This is an optimization exercise on Yosys and OpenROAD, whose aim is small area and a short achievable clock period, not a production implementation. In this exercise RTL edits were held to simulation tests only and were not proved equivalent to the original.

## red
## ConvEngine
module ConvEngine (
    input         clk,
    input         rst,
    input  [31:0] DMAport,
    input         acc_enable,
    input         acc_clear,
    output [31:0] result
);
For scale: about 1,700 cells after synthesis, ~68 I/O pins, about 20,000 um^2 of cells after synthesis.
==> flow/config.mk <==
export PLATFORM = sky130hd
export DESIGN_NAME = ConvEngine
export DESIGN_NICKNAME = ConvEngine
export VERILOG_FILES = /design/flow/design.v
export SDC_FILE = /design/flow/constraint.sdc
export NUM_CORES = 4
export LEC_CHECK = 0
export CAP_MARGIN = 20
export CORE_MARGIN = 2
export CORE_UTILIZATION = 40
export CTS_CLUSTER_DIAMETER = 100
export CTS_CLUSTER_SIZE = 30
export GPL_TIMING_DRIVEN = 0
export SETUP_SLACK_MARGIN = 5
export SLEW_MARGIN = 20
export SYNTH_HIERARCHICAL = 1
export SYNTH_MINIMUM_KEEP_SIZE = 0
export TNS_END_PERCENT = 5
==> flow/constraint.sdc <==
create_clock -name core_clock -period 10.0 [get_ports {clk}]
set_input_delay 2.0000 -clock core_clock [delete_from_list [all_inputs] [get_ports {clk}]]
set_output_delay 2.0000 -clock core_clock [all_outputs]
set_load 0.01 [all_outputs]
standard.sh (not shown) runs the stock make flow with config.mk's settings and CLKGATE_MAP_FILE= SYNTH_SCRIPT=/design/flow/synth_recipe.tcl, a recipe that flattens the netlist after the stock synthesis.
==> flow/flow/run.sh <==
#!/bin/bash
# The standard layout (standard.sh, same synthesis and steps), with three changes:
#  - plain buffers (buf_2), not delay cells, on the ports;
#  - between synthesis and floorplan, flow/polarity.py removes the inverters that Yosys's
#    full-adder extraction leaves between full adders, by flipping full adders instead (a full
#    adder is self-dual); registers are untouched;
#  - repair aims at 5.2 ns of setup slack (config.mk's TNS_END_PERCENT keeps it to the worst
#    endpoints).
# Each tool's output goes to a log file of its own in this folder.
set -euo pipefail
PORTBUF="BUFFER_PORTS_ARGS=-buffer_cell sky130_fd_sc_hd__buf_2"
bash standard.sh "$PORTBUF" synth > flow_synth.log 2>&1
NET=orfs/results/sky130hd/ConvEngine/base/1_2_yosys.v
cp "$NET" 1_2_yosys_before_polarity.v
python3 flow/polarity.py "$NET" > flow_polarity.log 2>&1
sleep 1
touch "$NET"
bash standard.sh "$PORTBUF" SETUP_SLACK_MARGIN=5.2 finish > flow_make.log 2>&1
Other scripts of this flow, unchanged in this note and not shown: flow/flow/polarity.py
Modified inputs, blue compared to red
Settings: removing GPL_TIMING_DRIVEN (formerly 0); changing CTS_CLUSTER_SIZE from 30 to 25; changing CTS_CLUSTER_DIAMETER from 100 to 80; setting ABC_AREA to 1 for the first time.
==> flow/flow/run.sh <==
#!/bin/bash
# The standard layout, with two changes: plain buffers (not delay cells) on the ports, and, between
# synthesis and floorplan, flow/polarity.py removes the inverters that Yosys's full-adder
# extraction leaves between full adders (it flips full adders, which are self-dual, instead).
set -euo pipefail
PORTBUF="BUFFER_PORTS_ARGS=-buffer_cell sky130_fd_sc_hd__buf_2"
bash standard.sh "$PORTBUF" synth > flow_synth.log 2>&1
NET=orfs/results/sky130hd/ConvEngine/base/1_2_yosys.v
cp "$NET" 1_2_yosys_before_polarity.v
python3 flow/polarity.py "$NET" > flow_polarity.log 2>&1
sleep 1
touch "$NET"
bash standard.sh "$PORTBUF" SETUP_SLACK_MARGIN=5.2 finish > flow_make.log 2>&1
Notes after the runs:
- blue vs. red: count of clock-net buffers in the final layout now sits higher; overall fraction of global-route tracks in use -1.0 points.
The inputs of green differ from those of blue as listed below.
Settings: removing CTS_CLUSTER_SIZE (formerly 25); removing ABC_AREA (formerly 1); removing CTS_CLUSTER_DIAMETER (formerly 80).
Results
Of the two candidates, blue has the worse routed wire length and green the better one. When the final numbers for blue and green were put side by side, the number of buffer and inverter stages on the critical path turned out to be greater in green. Compared green against blue; overall track demand over capacity in global routing within noise. The final reports for green and blue show share of layout cells above drive strength 1 higher in the former. green: number of cells on the worst reg-to-reg path higher than blue. Of blue and green, the run reporting the higher area of the core was blue.
Setup changes, green to orange
Settings: removing TNS_END_PERCENT (formerly 5); setting CTS_CLUSTER_SIZE to 25 for the first time; setting CTS_CLUSTER_DIAMETER to 80 for the first time.
-- flow/flow/run.sh --
<<< green, line 12
touch "$NET"
bash standard.sh "$PORTBUF" SETUP_SLACK_MARGIN=5.2 finish > flow_make.log 2>&1
>>> orange, line 12
touch "$NET"
bash standard.sh "$PORTBUF" finish > flow_make.log 2>&1
## What came out
Diff green..orange | instance area at placement | negligible
Re violation count after the first detailed-routing iteration: green and orange aren't equal, and the higher value belongs to green.
On length of routed met2 wiring, green and orange are neck and neck.
Diff green and orange: post-detailed-routing wire length higher in green
Relative to green, final instance area decreased by 820 um^2 in orange.
> inputs changed (orange -> purple)
Settings: CTS_CLUSTER_DIAMETER no longer set, was 80; CORE_UTILIZATION now 55, was 40; CTS_CLUSTER_SIZE no longer set, was 25.
### Flow results
- [compare] base=orange new=purple: clock-buffer cell count rose 84%; design area went up by 520 um^2.
- The lower core outline area came out of purple.
- Data arrival time of the worst path is lower on orange
- purple and orange ended up with roughly the same final wirelength.
- Start point of the critical path = acc_p[3]: purple; start point of the critical path = acc_p[2]: orange
- purple vs. orange: first-pass GRT wire length has decreased, final cell count down 170, quantity of hold-fixing buffers added after cts level, met2 wire length went down by about 5%.
- Diff orange -> purple | synthesis-to-layout area growth | increase of 2.6 points

==> afterwards: timing with drivers on the ports <==
Ports are ideal in the flow. The routed layouts listed here were re-timed in OpenROAD. Step 1 assumes that a clkbuf_16 drives the clock port and a buf_2 every other input. Step 2 times the ports against the registers' clock, not the clock port: input delays grow and output delays shrink by t, the midpoint of the rising clock arrivals with the driver on. Three values: ideal, step 1, step 2; two values: the first two.
| run | shift t [ns] | setup slack, ns | worst setup path at the end | worst slew at a driven data input, ns |
|---|---|---|---|---|
| red | 0.597 | 5.196 / 5.141 / 4.963 | input to register | 0.05 |
| blue | 0.601 | 5.276 / 5.276 / 5.107 | input to register | 0.08 |
| green | 0.604 | 5.234 / 5.178 / 4.879 | input to register | 0.06 |
| orange | 0.589 | 5.157 / 5.102 / 4.862 | input to register | 0.06 |
| purple | 0.613 | 5.093 / 5.040 / 5.201 | register to register | 0.05 |
After both steps setup and hold are still met in every run listed. The setup slack of green, which loses most, moves by -0.056 ns with the drivers and by -0.355 ns with both steps.
